Source: an optimization exercise on an open RTL-to-GDS flow (aim: small area, a short achievable clock period and few clock cycles per item). Production flows keep margins and buffers that such runs may drop. RTL that was checked went through simulation tests only; none was proved equivalent to the original. No activity file was given, so power comes from the tool's default toggle rates.

Setup of the previous run:
==> flow/design.v <==
module fpadder (output logic [31:0] sum, output logic ready,
                input logic [31:0] a, input logic clock, nreset);
    logic [1:0] state;
    always_ff @(posedge clock, negedge nreset)
        if (!nreset) state <= 2'b00;
        else         state <= {state[1] ^ state[0], state[1] | ~state[0]};
    assign ready = state[1] & state[0];
    logic load;
    assign load = state[1] & ~state[0];
    logic [31:0] n;
    always_ff @(posedge clock) n <= a;
    function automatic logic less(input logic [31:0] x, input logic [31:0] y);
        logic [31:0] g, p;
        g = ~x & y;
        p = ~x | y;
        for (int w = 1; w < 32; w = w * 2)
            for (int j = 0; j + w < 32; j += 2 * w) begin
                g[j + 2*w - 1] = g[j + 2*w - 1] | (p[j + 2*w - 1] & g[j + w - 1]);
                p[j + 2*w - 1] = p[j + 2*w - 1] & p[j + w - 1];
            end
        less = g[31];
    endfunction
    function automatic logic [4:0] lzc32(input logic [31:0] x);
        logic [15:0] z1, c1;
        logic [7:0]  z2;
        logic [7:0][1:0] c2;
        logic [3:0]  z3;
        logic [3:0][2:0] c3;
        logic [1:0]  z4;
        logic [1:0][3:0] c4;
        for (int i = 0; i < 16; i++) begin
            z1[i] = ~x[2*i+1] & ~x[2*i];
            c1[i] = ~x[2*i+1];
        end
        for (int i = 0; i < 8; i++) begin
            z2[i] = z1[2*i+1] & z1[2*i];
            c2[i] = z1[2*i+1] ? {1'b1, c1[2*i]} : {1'b0, c1[2*i+1]};
        end
        for (int i = 0; i < 4; i++) begin
            z3[i] = z2[2*i+1] & z2[2*i];
            c3[i] = z2[2*i+1] ? {1'b1, c2[2*i]} : {1'b0, c2[2*i+1]};
        end
        for (int i = 0; i < 2; i++) begin
            z4[i] = z3[2*i+1] & z3[2*i];
            c4[i] = z3[2*i+1] ? {1'b1, c3[2*i]} : {1'b0, c3[2*i+1]};
        end
        lzc32 = z4[1] ? {1'b1, c4[0]} : {1'b0, c4[1]};
    endfunction
    function automatic logic [24:0] add25(input logic [24:0] x, input logic [24:0] y, input logic ci);
        logic [25:0] g, p, h;
        g = {x & y, ci};
        p = {x | y, 1'b0};
        h = {x ^ y, 1'b0};
        for (int k = 0; k < 5; k++)
            for (int i = 0; i < 26; i++)
                if ((i >> k) & 1) begin
                    g[i] = g[i] | (p[i] & g[((i >> k) << k) - 1]);
                    p[i] = p[i] & p[((i >> k) << k) - 1];
                end
        add25 = h[25:1] ^ g[24:0];
    endfunction
    logic [7:0]  em, en;
    logic [22:0] fm, fn;
    logic        sm, sn;
    assign {sm, em, fm} = a;
    assign {sn, en, fn} = n;
    logic nan_m, nan_n, inf_m, inf_n, sg, ege, mbig;
    logic [8:0]  dmn;
    logic [7:0]  dnm, d;
    logic [23:0] bg, sml, shifted;
    logic [24:0] s1;
    logic        nan1, inf1, sign1;
    logic [7:0]  exp1;
    always_comb begin
        nan_m = (em == 8'hff) & (fm != 0);
        nan_n = (en == 8'hff) & (fn != 0);
        inf_m = (em == 8'hff) & (fm == 0);
        inf_n = (en == 8'hff) & (fn == 0);
        sg    = (sm == sn);
        dmn   = {1'b0, em} - {1'b0, en};
        dnm   = en - em;
        ege   = ~less({24'b0, em}, {24'b0, en});
        d     = ege ? dmn[7:0] : dnm;
        mbig  = ~less({1'b0, a[30:0]}, {1'b0, n[30:0]});
        bg    = mbig ? {1'b1, fm} : {1'b1, fn};
        sml   = mbig ? {1'b1, fn} : {1'b1, fm};
        shifted = (d[7:5] != 0) ? 24'b0 : (sml >> d[4:0]);
        s1    = add25({1'b0, bg}, {1'b0, shifted} ^ {25{~sg}}, ~sg);
        exp1  = ege ? em + 8'd1 : en + 8'd1;    
        sign1 = mbig ? sm : sn;
        nan1  = nan_m | nan_n;
        inf1  = (inf_m | inf_n) & ~(inf_m & inf_n & ~sg);
    end
    logic [24:0] s;
    logic [7:0]  e;      
    logic        sgn, nan, inf;
    always_ff @(posedge clock)
        if (load) begin
            s   <= s1;
            e   <= exp1;
            sgn <= sign1;
            nan <= nan1;
            inf <= inf1;
        end
    logic [4:0]  lz;
    logic [24:0] norm;
    logic [31:0] x0, x1, x2, x3, x4, x5;
    logic [7:0]  eo;
    logic        zero, ovf;
    always_comb begin
        lz   = lzc32({s, 7'b1000000});
        x0 = {s, 7'b0};
        x1 = lz[4] ? {x0[15:0], 16'b0} : x0;
        x2 = lz[3] ? {x1[23:0], 8'b0} : x1;
        x3 = lz[2] ? {x2[27:0], 4'b0} : x2;
        x4 = lz[1] ? {x3[29:0], 2'b0} : x3;
        x5 = lz[0] ? {x4[30:0], 1'b0} : x4;
        norm = x5[31:7];
        eo   = e - {3'b0, lz};
        zero = (s == 0) | (s[24] & (e == 8'h01) & (s[22:0] == 0));
        ovf  = s[24] & (e == 8'hff);
        if (nan)             sum = 32'h7fffffff;
        else if (inf | ovf)  sum = {sgn, 8'hff, 23'h0};
        else if (zero)       sum = 32'h0;
        else                 sum = {sgn, eo, norm[23:1]};
    end
endmodule
Settings: LEC_CHECK=0, ABC_AREA=1, CAP_MARGIN=20, CORE_MARGIN=2, CORE_UTILIZATION=50, SLEW_MARGIN=20, TNS_END_PERCENT=0; clock period 20.0 ns.
standard.sh (not shown) runs the stock make flow with config.mk's settings and CLKGATE_MAP_FILE= SYNTH_SCRIPT=/design/flow/synth_recipe.tcl, a recipe that flattens the netlist after the stock synthesis.
==> flow/flow/run.sh <==
#!/bin/bash
# Standard ORFS flow (the standard.sh, run unchanged) with these changes
# to how the layout is made, passed as make variables:
#  - ADDER_MAP_FILE= : synthesis leaves adders as plain gates for ABC to map
#    (no extraction into ripple chains of full/half adder cells);
#  - SETUP_SLACK_MARGIN : repair_timing is asked to leave a setup margin, so
#    it shortens the critical path well below the clock period;
#  - BUFFER_PORTS_ARGS : the port buffers use a plain buffer cell instead of
#    the delay cell that buffer_ports picks by default.
# All tool output goes to standard.log and ORFS's own logs under orfs/logs.
set -uo pipefail
bash standard.sh SETUP_SLACK_MARGIN=12.5 "BUFFER_PORTS_ARGS=-buffer_cell sky130_fd_sc_hd__buf_2" ADDER_MAP_FILE= finish > standard.log 2>&1
For the current run, these inputs were changed with respect to the previous run:
--- a/flow/design.v
+++ b/flow/design.v
@@ -65,5 +65,5 @@
     assign {sm, em, fm} = a;
     assign {sn, en, fn} = n;
-    logic nan_m, nan_n, inf_m, inf_n, sg, ege, mbig;
+    logic nan_m, nan_n, inf_m, inf_n, sg, ege, flip;
     logic [8:0]  dmn;
     logic [7:0]  dnm, d;
@@ -82,11 +82,11 @@
         ege   = ~less({24'b0, em}, {24'b0, en});
         d     = ege ? dmn[7:0] : dnm;
-        mbig  = ~less({1'b0, a[30:0]}, {1'b0, n[30:0]});
-        bg    = mbig ? {1'b1, fm} : {1'b1, fn};
-        sml   = mbig ? {1'b1, fn} : {1'b1, fm};
+        bg    = ege ? {1'b1, fm} : {1'b1, fn};
+        sml   = ege ? {1'b1, fn} : {1'b1, fm};
         shifted = (d[7:5] != 0) ? 24'b0 : (sml >> d[4:0]);
-        s1    = add25({1'b0, bg}, {1'b0, shifted} ^ {25{~sg}}, ~sg);
+        flip  = ~sg & (em == en) & (fm < fn);
+        s1    = add25({1'b0, bg} ^ {25{flip}}, {1'b0, shifted} ^ {25{~sg & ~flip}}, ~sg);
         exp1  = ege ? em + 8'd1 : en + 8'd1;    
-        sign1 = mbig ? sm : sn;
+        sign1 = (ege & ~flip) ? sm : sn;
         nan1  = nan_m | nan_n;
         inf1  = (inf_m | inf_n) & ~(inf_m & inf_n & ~sg);
### Flow results
No stage failed in the current run, and the final checks on the layout all came back clean. The previous run finished end to end and its layout was clean on timing, DRC and antenna. The current run: final setup slack of the worst path higher than the previous run. Of the previous run and the current run, the run reporting the higher detailed route wirelength on metal3 was the current run. Relative to the previous run, number of clock buffer instances in the layout decreased by 1 in the current run. In the current run, area of placed instances is higher than in the previous run. Higher global routing usage on met2 among the previous run and the current run: the current run. The current run against the previous run: total number of cells along the worst setup path has decreased, die area has increased, part of the total power dissipated in combinational logic has decreased.
Testbench counts of the current run, summed over its fixed seeds: cycles 9,600, items 3,200.
The RTL of the previous run was laid out without a check of its function.

[port drivers added, routing unchanged]
In the flow no input, the clock included, has a driving cell. The finished layouts below were timed again as built, in two steps. Step 1, drivers: a clkbuf_16 drives clock and a buf_2 each remaining input, both assumed. Step 2, shift: input delay + t, output delay - t, t = (earliest + latest rising clock arrival at the registers) / 2. This alone moves slack from input paths to output paths. a / b / c = no drivers / after step 1 / after step 2; a / b = the first two.
| run | t (ns) | setup slack, ns | worst slew at a driven data input, ns |
|---|---|---|---|
| the previous run | 0.397 | 12.490 / 12.442 / 12.334 | 0.03 |
| the current run | 0.394 | 12.603 / 12.559 / 12.358 | 0.03 |
After both steps setup and hold are still met in every run listed. The setup slack of the current run, which loses most, moves by -0.044 ns with the drivers and by -0.245 ns with both steps.
